Source: an optimization exercise on an open RTL-to-GDS flow (aim: small area). Production flows keep margins and buffers that such runs may drop. In this exercise RTL edits were held to simulation tests only and were not proved equivalent to the original.

## main
module main(in, op, apply, tail, valid, empty, clk, reset);
clock: 15.0 ns
lec_check: 0
abc_area: 1
cap_margin: 20
core_margin: 2
core_utilization: 40
slew_margin: 20
standard.sh (not shown) runs the stock make flow with config.mk's settings and CLKGATE_MAP_FILE= SYNTH_SCRIPT=/design/flow/synth_recipe.tcl, a recipe that flattens the netlist after the stock synthesis.
==> flow/flow/run.sh <==
#!/bin/bash
# The standard layout (standard.sh: ORFS from synthesis to the final layout), with these
# changes, all made through ORFS's own variables:
#  - each port gets a sky130_fd_sc_hd__buf_1 as its buffer (buffer_ports -buffer_cell)
#    instead of the default clkdlybuf4s50_1;
#  - clock tree synthesis builds from clkbuf_4/clkbuf_8 and adds no dummy loads;
#  - after synthesis, the larger plain buffers (buf_4 and up) are marked don't-use, so the
#    buffering that placement and repair add uses small buffers.
# Synthesis is the standard one, unchanged. The make output goes to synth.log and
# standard.log in the work folder; ORFS's per-step logs stay under orfs/logs/.
set -euo pipefail
bash standard.sh synth > synth.log 2>&1
export BUFFER_PORTS_ARGS="-buffer_cell sky130_fd_sc_hd__buf_1"
export CTS_ARGS="-sink_clustering_enable -repair_clock_nets -dont_use_dummy_load -buf_list {sky130_fd_sc_hd__clkbuf_4 sky130_fd_sc_hd__clkbuf_8}"
export DONT_USE_CELLS="sky130_fd_sc_hd__buf_4 sky130_fd_sc_hd__buf_6 sky130_fd_sc_hd__buf_8 sky130_fd_sc_hd__buf_12 sky130_fd_sc_hd__buf_16 sky130_fd_sc_hd__bufbuf_8 sky130_fd_sc_hd__bufbuf_16"
bash standard.sh finish > standard.log 2>&1
Change:
==> flow/flow/run.sh (replaced) <==
#!/bin/bash
# The standard layout (standard.sh: ORFS from synthesis to the final layout), with these
# changes, all made through ORFS's own variables:
#  - each port gets a sky130_fd_sc_hd__buf_1 as its buffer (buffer_ports -buffer_cell)
#    instead of the default clkdlybuf4s50_1;
#  - clock tree synthesis builds from clkbuf_4/clkbuf_8 and adds no dummy loads.
# Synthesis is the standard one, unchanged. The make output goes to standard.log in the
# work folder; ORFS's per-step logs stay under orfs/logs/.
set -euo pipefail
bash standard.sh synth > synth.log 2>&1
export BUFFER_PORTS_ARGS="-buffer_cell sky130_fd_sc_hd__buf_1"
export CTS_ARGS="-sink_clustering_enable -repair_clock_nets -dont_use_dummy_load -buf_list {sky130_fd_sc_hd__clkbuf_4 sky130_fd_sc_hd__clkbuf_8}"
bash standard.sh finish > standard.log 2>&1
GPL_TIMING_DRIVEN = 0   (was not set)
Result:
- routed wire length is lower by 2.5%
- register-to-register slack gets worse by 0.38 ns
- synthesized area does not change
- sequential share of layout area is higher by 0.44 points
- cell area is lower by 2.0%
Change:
GPL_TIMING_DRIVEN = not set   (was 0)
=>
- fmax goes up by 2.8%

---

== job 3528 ==
Another version of the RTL of main (not shown whole).
Size in the first run: ~44 flip-flops, roughly 4900 um2 of cells after synthesis.
clock: 15.0 ns
lec_check: 0
cap_margin: 20
core_margin: 2
core_utilization: 40
slew_margin: 20
==> flow/flow/run.sh <==
#!/bin/bash
# The standard layout (standard.sh: ORFS synthesis to final layout), with two changes:
#  - each port gets a sky130_fd_sc_hd__buf_1 as its buffer (buffer_ports -buffer_cell)
#    instead of the default clkdlybuf4s50_1;
#  - clock tree synthesis builds from clkbuf_4/clkbuf_8 and adds no dummy loads.
# The make output goes to standard.log in the work folder; ORFS's per-step logs stay under
# orfs/logs/.
set -euo pipefail
export BUFFER_PORTS_ARGS="-buffer_cell sky130_fd_sc_hd__buf_1"
export CTS_ARGS="-sink_clustering_enable -repair_clock_nets -dont_use_dummy_load -buf_list {sky130_fd_sc_hd__clkbuf_4 sky130_fd_sc_hd__clkbuf_8}"
bash standard.sh finish > standard.log 2>&1
Setup changes, job 3528 to job 7843
- ABC_AREA now 1, previously not set
==> flow/run.sh (new file) <==
#!/bin/bash
# synth_recipe.tcl (not shown) runs the flow's synth.tcl, then flattens the netlist and writes it again
# the make line also repeats each setting of config.mk as NAME=value (left out here)
make -C /OpenROAD-flow-scripts/flow DESIGN_CONFIG=/design/flow/config.mk WORK_HOME=/design/flow/orfs CLKGATE_MAP_FILE= SYNTH_SCRIPT=/design/flow/synth_recipe.tcl finish
removed: flow/flow/run.sh
removed: flow/standard.sh
==> notes.md <==
- Compared with job 3528, in job 7843 fraction of met3 tracks used by global routing increased 1.1 points; die area has increased; area growth from synthesis to layout +4.2 points.
- The cell area of job 7843 is higher than that of job 3528.
- Hold slack improves in job 7843 relative to job 3528.
> inputs changed (job 7843 -> job 8148)
- ABC_AREA removed (was 1)
[summary]
The higher met2 layer wire length in the routed design came out of job 7843. Job 8148 vs. job 7843: clock edge transition at the registers on the reported setup and hold paths essentially unchanged, floorplan die width decreased about 0.6%, area growth from synthesis to final layout increased 0.59 points, total length of routed met3 wires decreased about 28%. Sort job 7843 and job 8148 by xor and xnor area share after synthesis desc -> top: job 8148. Compared with job 7843, job 8148 ends up with less cell area. Cell count, job 7843 and job 8148, lower one = job 8148.
The inputs of job 6303 differ from those of job 8148 as listed below.
==> flow/flow/run.sh (new file) <==
#!/bin/bash
# The standard layout (standard.sh: ORFS from synthesis to the final layout), with these
# changes, all made through ORFS's own variables:
#  - each port gets a sky130_fd_sc_hd__buf_1 as its buffer (buffer_ports -buffer_cell)
#    instead of the default clkdlybuf4s50_1;
#  - clock tree synthesis builds from clkbuf_4/clkbuf_8 and adds no dummy loads;
#  - after global routing's timing repair, repair_timing -recover_power downsizes gates
#    that have slack to spare (RECOVER_POWER).
# Synthesis is the standard one, unchanged. The make output goes to standard.log in the
# work folder; ORFS's per-step logs stay under orfs/logs/.
set -euo pipefail
bash standard.sh synth > synth.log 2>&1
export BUFFER_PORTS_ARGS="-buffer_cell sky130_fd_sc_hd__buf_1"
export CTS_ARGS="-sink_clustering_enable -repair_clock_nets -dont_use_dummy_load -buf_list {sky130_fd_sc_hd__clkbuf_4 sky130_fd_sc_hd__clkbuf_8}"
export RECOVER_POWER=${RECOVER_POWER_PCT:-100}
bash standard.sh finish > standard.log 2>&1
==> flow/standard.sh (new file) <==
#!/bin/bash
# synth_recipe.tcl (not shown) runs the flow's synth.tcl, then flattens the netlist and writes it again
# the make line also repeats each setting of config.mk as NAME=value (left out here)
make -C /OpenROAD-flow-scripts/flow DESIGN_CONFIG=/design/flow/config.mk WORK_HOME=/design/flow/orfs CLKGATE_MAP_FILE= SYNTH_SCRIPT=/design/flow/synth_recipe.tcl "${@:-finish}"
removed: flow/run.sh
### Flow results
Summary of job 6303 over job 8148: cell area went down by 250 um2, final period demand of the worst path shows an increase of 0.068 ns, sequential share of layout area rose 1.0 points, count of TritonRoute iterations in the first routing pass rose by 1.
Area growth from synthesis to layout: job 6303 vs job 8148 down 5.0 points
Non-clock buffer count, job 8148 and job 6303, lower one = job 8148.
Cmp job 6303 vs job 8148: detail-routed via count per cell lower in job 6303

---

Another version of the RTL of main (not shown whole).
Size in the first run: ~44 flip-flops, about 24 I/O pins, ~4300 sq um of cells after synthesis.
==> flow/config.mk <==
export PLATFORM = sky130hd
export DESIGN_NAME = main
export DESIGN_NICKNAME = main
export VERILOG_FILES = /design/flow/design.v
export SDC_FILE = /design/flow/constraint.sdc
export NUM_CORES = 4
export LEC_CHECK = 0
export CAP_MARGIN = 20
export CORE_MARGIN = 2
export CORE_UTILIZATION = 40
export SLEW_MARGIN = 20
==> flow/constraint.sdc <==
create_clock -name core_clock -period 15.0 [get_ports {clk}]
set_input_delay 3.0000 -clock core_clock [delete_from_list [all_inputs] [get_ports {clk}]]
set_output_delay 3.0000 -clock core_clock [all_outputs]
set_load 0.01 [all_outputs]
==> flow/flow/run.sh <==
#!/bin/bash
# The standard layout (standard.sh: ORFS from synthesis to the final layout), with these
# changes, all made through ORFS's own variables:
#  - each port gets a sky130_fd_sc_hd__buf_1 as its buffer (buffer_ports -buffer_cell)
#    instead of the default clkdlybuf4s50_1;
#  - clock tree synthesis runs with these arguments (CTS_ARGS), adding no dummy loads:
#    -sink_clustering_enable -sink_clustering_size 50 -sink_clustering_max_diameter 1000 -repair_clock_nets -dont_use_dummy_load -buf_list {sky130_fd_sc_hd__clkbuf_8}
# Synthesis is the standard one, unchanged. The make output goes to standard.log in the
# work folder; ORFS's per-step logs stay under orfs/logs/.
set -euo pipefail
bash standard.sh synth > synth.log 2>&1
export BUFFER_PORTS_ARGS="-buffer_cell sky130_fd_sc_hd__buf_1"
export CTS_ARGS="-sink_clustering_enable -sink_clustering_size 50 -sink_clustering_max_diameter 1000 -repair_clock_nets -dont_use_dummy_load -buf_list {sky130_fd_sc_hd__clkbuf_8}"
bash standard.sh finish > standard.log 2>&1
Edit:
==> flow/flow/run.sh (replaced) <==
#!/bin/bash
# The standard layout (standard.sh: ORFS from synthesis to the final layout), with these
# changes, all made through ORFS's own variables:
#  - each port gets a sky130_fd_sc_hd__buf_1 as its buffer (buffer_ports -buffer_cell)
#    instead of the default clkdlybuf4s50_1;
#  - clock tree synthesis builds from clkbuf_4/clkbuf_8 and adds no dummy loads.
# Synthesis is the standard one, unchanged. The make output goes to standard.log in the
# work folder; ORFS's per-step logs stay under orfs/logs/.
set -euo pipefail
bash standard.sh synth > synth.log 2>&1
export BUFFER_PORTS_ARGS="-buffer_cell sky130_fd_sc_hd__buf_1"
export CTS_ARGS="-sink_clustering_enable -repair_clock_nets -dont_use_dummy_load -buf_list {sky130_fd_sc_hd__clkbuf_4 sky130_fd_sc_hd__clkbuf_8}"
bash standard.sh finish > standard.log 2>&1
Result: First-iteration DRC count is unchanged. Setup slack stays the same. Final cell count does not change. Fmax stays the same. Worst hold slack is unchanged. Cell area is unchanged.

port drivers added, routing unchanged:
Ports are ideal in the flow. The routed layouts listed here were re-timed in OpenROAD.
Step 1 assumes that a clkbuf_16 drives the clock port and a buf_2 every other input.
Step 2 times the ports against the registers' clock, not the clock port: input delays grow and output delays shrink by t, the midpoint of the rising clock arrivals with the driver on.
a / b / c = ideal / step 1 / step 2; a / b = the first two.
run	shift t [ns]	setup slack, ns	hold slack, ns	slew at the worst register clock pin (ns)	worst data-port slew with drivers (ns)
the first run of note 1	0.318	1.344 / 1.344 / 1.344	0.477 / 0.477 / 0.477	0.09 / 0.09	0.03
the second run of note 1	0.328	0.959 / 0.959 / 0.959	0.470 / 0.470 / 0.470	0.09 / 0.09	0.03
the third run of note 1	0.318	1.344 / 1.344 / 1.344	0.477 / 0.477 / 0.477	0.09 / 0.09	0.03
job 3528	0.311	0.649 / 0.649 / 0.649	0.459 / 0.459 / 0.459	0.09 / 0.09	0.03
job 7843	0.324	0.715 / 0.715 / 0.715	0.483 / 0.483 / 0.483	0.07 / 0.07	0.07
job 8148	0.312	0.715 / 0.715 / 0.715	0.461 / 0.461 / 0.461	0.06 / 0.06	0.03
job 6303	0.310	0.647 / 0.647 / 0.647	0.459 / 0.459 / 0.459	0.09 / 0.09	0.03
the first run of note 3	0.309	0.960 / 0.960 / 0.960	0.469 / 0.469 / 0.469	0.08 / 0.08	0.03
the second run of note 3	0.309	0.960 / 0.960 / 0.960	0.469 / 0.469 / 0.469	0.08 / 0.08	0.03
After both steps setup and hold are still met in every run listed.
